This is an optimization exercise on Yosys and OpenROAD, whose aim is small area and a short achievable clock period, not a production implementation.

== old ==
==> flow/design.v <==
module lzc54(input [53:0] x, output [5:0] n);
    wire [63:0] v = {x, 10'h3ff};    
    wire [31:0] z1;        
    wire [31:0] c1;        
    genvar i;
    generate
        for (i = 0; i < 32; i = i + 1) begin : l1
            assign z1[i] = ~(v[2*i+1] | v[2*i]);
            assign c1[i] = ~v[2*i+1];
        end
    endgenerate
    wire [15:0] z2; wire [31:0] c2;
    generate
        for (i = 0; i < 16; i = i + 1) begin : l2
            assign z2[i] = z1[2*i+1] & z1[2*i];
            assign c2[2*i+1:2*i] = z1[2*i+1] ? {1'b1, c1[2*i]} : {1'b0, c1[2*i+1]};
        end
    endgenerate
    wire [7:0] z3; wire [23:0] c3;
    generate
        for (i = 0; i < 8; i = i + 1) begin : l3
            assign z3[i] = z2[2*i+1] & z2[2*i];
            assign c3[3*i+2:3*i] = z2[2*i+1] ? {1'b1, c2[4*i+1:4*i]} : {1'b0, c2[4*i+3:4*i+2]};
        end
    endgenerate
    wire [3:0] z4; wire [15:0] c4;
    generate
        for (i = 0; i < 4; i = i + 1) begin : l4
            assign z4[i] = z3[2*i+1] & z3[2*i];
            assign c4[4*i+3:4*i] = z3[2*i+1] ? {1'b1, c3[6*i+2:6*i]} : {1'b0, c3[6*i+5:6*i+3]};
        end
    endgenerate
    wire [1:0] z5; wire [9:0] c5;
    generate
        for (i = 0; i < 2; i = i + 1) begin : l5
            assign z5[i] = z4[2*i+1] & z4[2*i];
            assign c5[5*i+4:5*i] = z4[2*i+1] ? {1'b1, c4[8*i+3:8*i]} : {1'b0, c4[8*i+7:8*i+4]};
        end
    endgenerate
    assign n = z5[1] ? {1'b1, c5[4:0]} : {1'b0, c5[9:5]};
endmodule
module pfx_add #(parameter N = 54, parameter KIND = 0) (input [N-1:0] x, input [N-1:0] y, input cin, output [N-1:0] s);
    localparam L = (N > 32) ? 6 : (N > 16) ? 5 : (N > 8) ? 4 : 3;   
    wire [N-1:0] g0 = x & y;
    wire [N-1:0] p0 = x ^ y;
    wire [N-1:0] G [0:L];
    wire [N-1:0] P [0:L];
    assign G[0] = {g0[N-1:1], g0[0] | (p0[0] & cin)};
    assign P[0] = p0;
    genvar l, i;
    generate
        if (KIND == 0) begin : sk   
            for (l = 0; l < L; l = l + 1) begin : lv
                for (i = 0; i < N; i = i + 1) begin : b
                    if ((i >> l) & 1) begin
                        localparam integer j = ((i >> l) << l) - 1;
                        assign G[l+1][i] = G[l][i] | (P[l][i] & G[l][j]);
                        assign P[l+1][i] = P[l][i] & P[l][j];
                    end else begin
                        assign G[l+1][i] = G[l][i];
                        assign P[l+1][i] = P[l][i];
                    end
                end
            end
        end else begin : ks   
            for (l = 0; l < L; l = l + 1) begin : lv
                for (i = 0; i < N; i = i + 1) begin : b
                    if (i >= (1 << l)) begin
                        assign G[l+1][i] = G[l][i] | (P[l][i] & G[l][i - (1 << l)]);
                        assign P[l+1][i] = P[l][i] & P[l][i - (1 << l)];
                    end else begin
                        assign G[l+1][i] = G[l][i];
                        assign P[l+1][i] = P[l][i];
                    end
                end
            end
        end
    endgenerate
    wire [N-1:0] c = {G[L][N-2:0], cin};
    assign s = p0 ^ c;
endmodule
module sigadd(input [53:0] x, input [53:0] y, input cin, output [53:0] sum);
    pfx_add #(.N(54), .KIND(0)) u_pfx(.x(x), .y(y), .cin(cin), .s(sum));
endmodule
module dfa_pre(
    input  [63:0] a, input [63:0] b,
    output        sx,         
    output [10:0] ex,         
    output [51:0] mx,         
    output [52:0] ty,         
    output [5:0]  dsh,        
    output        big,        
    output        sub,        
    output        tie,        
    output        hz,         
    output        lzero       
);
    wire [10:0] ea = a[62:52], eb = b[62:52];
    wire [11:0] dab = {1'b0, ea} - {1'b0, eb};
    wire [10:0] dba = eb - ea;
    wire        swe = dab[11];                  
    wire [10:0] d   = swe ? dba : dab[10:0];
    wire        mgt = b[51:0] > a[51:0];
    assign      tie = (ea == eb) & mgt;
    wire        az = ~|a[62:0], bz = ~|b[62:0];
    assign      hz  = az & bz;
    assign      sx  = swe ? b[63] : a[63];
    assign ex   = swe ? eb : ea;
    assign mx   = swe ? b[51:0] : a[51:0];
    assign ty   = swe ? {|ea, a[51:0]} : {|eb, b[51:0]};
    assign dsh  = d[5:0];
    assign big  = |d[10:6];
    assign sub  = a[63] ^ b[63];
    assign lzero = az | bz;
endmodule
module dfa_post(
    input         sx, input [10:0] ex, input [51:0] mx, input [52:0] ty,
    input  [5:0]  dsh, input big, input sub, input tie, input hz, input lzero,
    output [52:0] p,          
    output [1:0]  k,          
    output [11:0] se,         
    output        inf         
);
    wire        invx = sub & tie;               
    wire        invy = sub & ~tie;              
    wire        s1 = sx ^ (sub & (tie | hz));
    assign      inf = &ex;                      
    wire [52:0] tx = {|ex, mx};
    wire [52:0] t3 = ty >> (dsh | {6{big}});     
    wire [53:0] sum;
    sigadd u_add(.x({invx, tx ^ {53{invx}}}), .y({invy, t3 ^ {53{invy}}}), .cin(sub), .sum(sum));
    wire [5:0]  sh;
    lzc54 u_lzc(.x({sum[53], sum[52] | lzero, sum[51:0]}), .n(sh));
    wire        zres = sh[5] & sh[4] & sh[2] & sh[1];    
    wire [52:0] n5 = sh[5] ? {sum[20:0], 32'd0} : sum[52:0];
    wire [52:0] n4 = sh[4] ? {n5[36:0], 16'd0} : n5;
    wire [52:0] n3 = sh[3] ? {n4[44:0], 8'd0} : n4;
    assign      p  = sh[2] ? {n3[48:0], 4'd0} : n3;
    assign      k = sh[1:0];
    wire [10:0] e1p = ex + 11'd1;
    wire [4:0]  eh1 = e1p[10:6] - 5'd1;
    wire [6:0]  el  = {1'b0, e1p[5:0]} - {1'b0, sh};
    wire [10:0] e   = {el[6] ? eh1 : e1p[10:6], el[5:0]};
    assign se[11]   = ~inf & ~zres & s1;
    assign se[10:0] = inf ? 11'h7ff : (zres ? 11'd0 : e);
endmodule
module dfa_out(input [52:0] p, input [1:0] k, input inf, output [51:0] m);
    wire [52:0] q = p << k;
    assign m = {52{inf}} | q[52:1];
endmodule
module fp64_add(input clk, input [63:0] a, input [63:0] b, output [63:0] s);
    wire        sx_d, big_d, sub_d, tie_d, hz_d, lzero_d;
    wire [10:0] ex_d;
    wire [51:0] mx_d;
    wire [52:0] ty_d;
    wire [5:0]  dsh_d;
    reg         sx_q, big_q, sub_q, tie_q, hz_q, lzero_q;
    reg  [10:0] ex_q;
    reg  [51:0] mx_q;
    reg  [52:0] ty_q;
    reg  [5:0]  dsh_q;
    wire [52:0] p_d;
    wire [1:0]  k_d;
    wire [11:0] se_d;
    wire        inf_d;
    reg  [52:0] p_q;
    reg  [1:0]  k_q;
    reg  [11:0] se_q;
    reg         inf_q;
    dfa_pre  u_pre(.a(a), .b(b), .sx(sx_d), .ex(ex_d), .mx(mx_d), .ty(ty_d), .dsh(dsh_d), .big(big_d),
                   .sub(sub_d), .tie(tie_d), .hz(hz_d), .lzero(lzero_d));
    dfa_post u_post(.sx(sx_q), .ex(ex_q), .mx(mx_q), .ty(ty_q), .dsh(dsh_q), .big(big_q), .sub(sub_q),
                    .tie(tie_q), .hz(hz_q), .lzero(lzero_q), .p(p_d), .k(k_d), .se(se_d), .inf(inf_d));
    dfa_out  u_out(.p(p_q), .k(k_q), .inf(inf_q), .m(s[51:0]));
    assign s[63:52] = se_q;
    always @(posedge clk) begin
        sx_q    <= sx_d;
        ex_q    <= ex_d;
        mx_q    <= mx_d;
        ty_q    <= ty_d;
        dsh_q   <= dsh_d;
        big_q   <= big_d;
        sub_q   <= sub_d;
        tie_q   <= tie_d;
        hz_q    <= hz_d;
        lzero_q <= lzero_d;
        p_q     <= p_d;
        k_q     <= k_d;
        se_q    <= se_d;
        inf_q   <= inf_d;
    end
endmodule
clock: 30.0 ns
lec_check: 0
cap_margin: 20
core_margin: 2
core_utilization: 25
slew_margin: 20
standard.sh (not shown) runs the stock make flow with config.mk's settings and CLKGATE_MAP_FILE= SYNTH_SCRIPT=/design/flow/synth_recipe.tcl, a recipe that flattens the netlist after the stock synthesis.
==> flow/flow/run.sh <==
#!/bin/bash
# Layout flow: the standard flow with an area-oriented ABC mapping script
# (flow/abc.script replaces ORFS's abc_speed.script; registers unchanged),
# plain buffers on the ports, a denser floorplan, and timing repair that
# aims for setup slack of 21.5 ns at the design's clock.
set -euo pipefail
cp -r "$FLOW_HOME/scripts" scripts_mod
cp flow/abc.script scripts_mod/abc_speed.script
bash standard.sh SCRIPTS_DIR="$PWD/scripts_mod" \
  "BUFFER_PORTS_ARGS=-buffer_cell sky130_fd_sc_hd__buf_1" \
  CORE_UTILIZATION=45 SETUP_SLACK_MARGIN=21.5 CTS_BUF_LIST=sky130_fd_sc_hd__clkbuf_8 ADDER_MAP_FILE= finish > standard.log 2>&1
==> flow/flow/abc.script <==
strash
dch
map -a
topo
stime -c
For new, these inputs were changed with respect to old:
==> flow/design.v, changed modules only <==
module dfa_pre(
    input  [63:0] a, input [63:0] b,
    output        sx,         
    output [10:0] ex,         
    output [51:0] mx,         
    output [52:0] ty,         
    output [5:0]  dsh,        
    output        big,        
    output        sub,        
    output        eqe         
);
    wire [10:0] ea = a[62:52], eb = b[62:52];
    wire [11:0] dab = {1'b0, ea} - {1'b0, eb};
    wire [10:0] dba = eb - ea;
    wire        swe = dab[11];                  
    wire [10:0] d   = swe ? dba : dab[10:0];
    assign      eqe = ea == eb;
    assign      sx  = swe ? b[63] : a[63];
    assign ex   = swe ? eb : ea;
    assign mx   = swe ? b[51:0] : a[51:0];
    assign ty   = swe ? {|ea, a[51:0]} : {|eb, b[51:0]};
    assign dsh  = d[5:0];
    assign big  = |d[10:6];
    assign sub  = a[63] ^ b[63];
endmodule
module dfa_post(
    input         sx, input [10:0] ex, input [51:0] mx, input [52:0] ty,
    input  [5:0]  dsh, input big, input sub, input eqe,
    output [52:0] p,          
    output [1:0]  k,          
    output [11:0] se,         
    output        inf         
);
    wire        yz = ~|ty;
    wire        xz = ~|{ex, mx};
    wire        lzero = xz | yz;                
    wire        hz = xz & yz;                   
    wire        tie = eqe & (ty[51:0] > mx);
    wire        invx = sub & tie;               
    wire        invy = sub & ~tie;              
    wire        s1 = sx ^ (sub & (tie | hz));
    assign      inf = &ex;                      
    wire [52:0] tx = {|ex, mx};
    wire [52:0] t3 = ty >> (dsh | {6{big}});     
    wire [53:0] sum;
    sigadd u_add(.x({invx, tx ^ {53{invx}}}), .y({invy, t3 ^ {53{invy}}}), .cin(sub), .sum(sum));
    wire [5:0]  sh;
    lzc54 u_lzc(.x({sum[53], sum[52] | lzero, sum[51:0]}), .n(sh));
    wire        zres = sh[5] & sh[4] & sh[2] & sh[1];    
    wire [52:0] n5 = sh[5] ? {sum[20:0], 32'd0} : sum[52:0];
    wire [52:0] n4 = sh[4] ? {n5[36:0], 16'd0} : n5;
    wire [52:0] n3 = sh[3] ? {n4[44:0], 8'd0} : n4;
    assign      p  = sh[2] ? {n3[48:0], 4'd0} : n3;
    assign      k = sh[1:0];
    wire [10:0] e1p = ex + 11'd1;
    wire [4:0]  eh1 = e1p[10:6] - 5'd1;
    wire [6:0]  el  = {1'b0, e1p[5:0]} - {1'b0, sh};
    wire [10:0] e   = {el[6] ? eh1 : e1p[10:6], el[5:0]};
    assign se[11]   = ~inf & ~zres & s1;
    assign se[10:0] = inf ? 11'h7ff : (zres ? 11'd0 : e);
endmodule
module fp64_add(input clk, input [63:0] a, input [63:0] b, output [63:0] s);
    wire        sx_d, big_d, sub_d, eqe_d;
    wire [10:0] ex_d;
    wire [51:0] mx_d;
    wire [52:0] ty_d;
    wire [5:0]  dsh_d;
    reg         sx_q, big_q, sub_q, eqe_q;
    reg  [10:0] ex_q;
    reg  [51:0] mx_q;
    reg  [52:0] ty_q;
    reg  [5:0]  dsh_q;
    wire [52:0] p_d;
    wire [1:0]  k_d;
    wire [11:0] se_d;
    wire        inf_d;
    reg  [52:0] p_q;
    reg  [1:0]  k_q;
    reg  [11:0] se_q;
    reg         inf_q;
    dfa_pre  u_pre(.a(a), .b(b), .sx(sx_d), .ex(ex_d), .mx(mx_d), .ty(ty_d), .dsh(dsh_d), .big(big_d),
                   .sub(sub_d), .eqe(eqe_d));
    dfa_post u_post(.sx(sx_q), .ex(ex_q), .mx(mx_q), .ty(ty_q), .dsh(dsh_q), .big(big_q), .sub(sub_q),
                    .eqe(eqe_q), .p(p_d), .k(k_d), .se(se_d), .inf(inf_d));
    dfa_out  u_out(.p(p_q), .k(k_q), .inf(inf_q), .m(s[51:0]));
    assign s[63:52] = se_q;
    always @(posedge clk) begin
        sx_q    <= sx_d;
        ex_q    <= ex_d;
        mx_q    <= mx_d;
        ty_q    <= ty_d;
        dsh_q   <= dsh_d;
        big_q   <= big_d;
        sub_q   <= sub_d;
        eqe_q   <= eqe_d;
        p_q     <= p_d;
        k_q     <= k_d;
        se_q    <= se_d;
        inf_q   <= inf_d;
    end
endmodule
Results
- new vs old: area fraction of clock buffers and clock inverters down
- Min iteration-0 DRC count of the detailed router across new and old: old
- In the flow results for new and old, the final cell count is smaller on old.
- Any difference in clock-pin slew on the worst setup and hold paths between old and new is small enough to ignore.
- Re number of hold-slack violations in the final timing report: no difference whatsoever between new and old.
- Min share of the clock period used by the worst path after layout across new and old: new
- When new is measured against old, its non-clock inverter instance count of the final layout turns out about 8% higher.
- On share of layout cells above drive strength 1, the higher figure sits with new, not old.
No functional check of the RTL was part of any run of this note.

==> afterwards: timing with drivers on the ports <==
The results above use ideal ports. As a check the final layouts listed here were re-extracted and re-timed, cells and wires unchanged.
Step 1 assumes that a clkbuf_16 drives the clock port and a buf_2 every other input.
Step 2 adds t to the input delays and takes it off the output delays; t is the mean of the earliest and latest rising clock arrival at the registers after step 1. Input paths then give back, and output paths get back, about the clock's delay inside the block.
Three values: ideal, step 1, step 2; two values: the first two.
run	t, ns	setup slack, ns	clock arrival spread, ns	worst slew at a driven data input, ns	pins driven straight from the clock port
old	0.583	21.649 / 21.684 / 21.100	0.019 / 0.019	0.06	1
new	0.605	21.738 / 21.683 / 21.138	0.012 / 0.013	0.06	1
After both steps setup and hold are still met in every run listed. The setup slack of new, which loses most, moves by -0.055 ns with the drivers and by -0.600 ns with both steps.
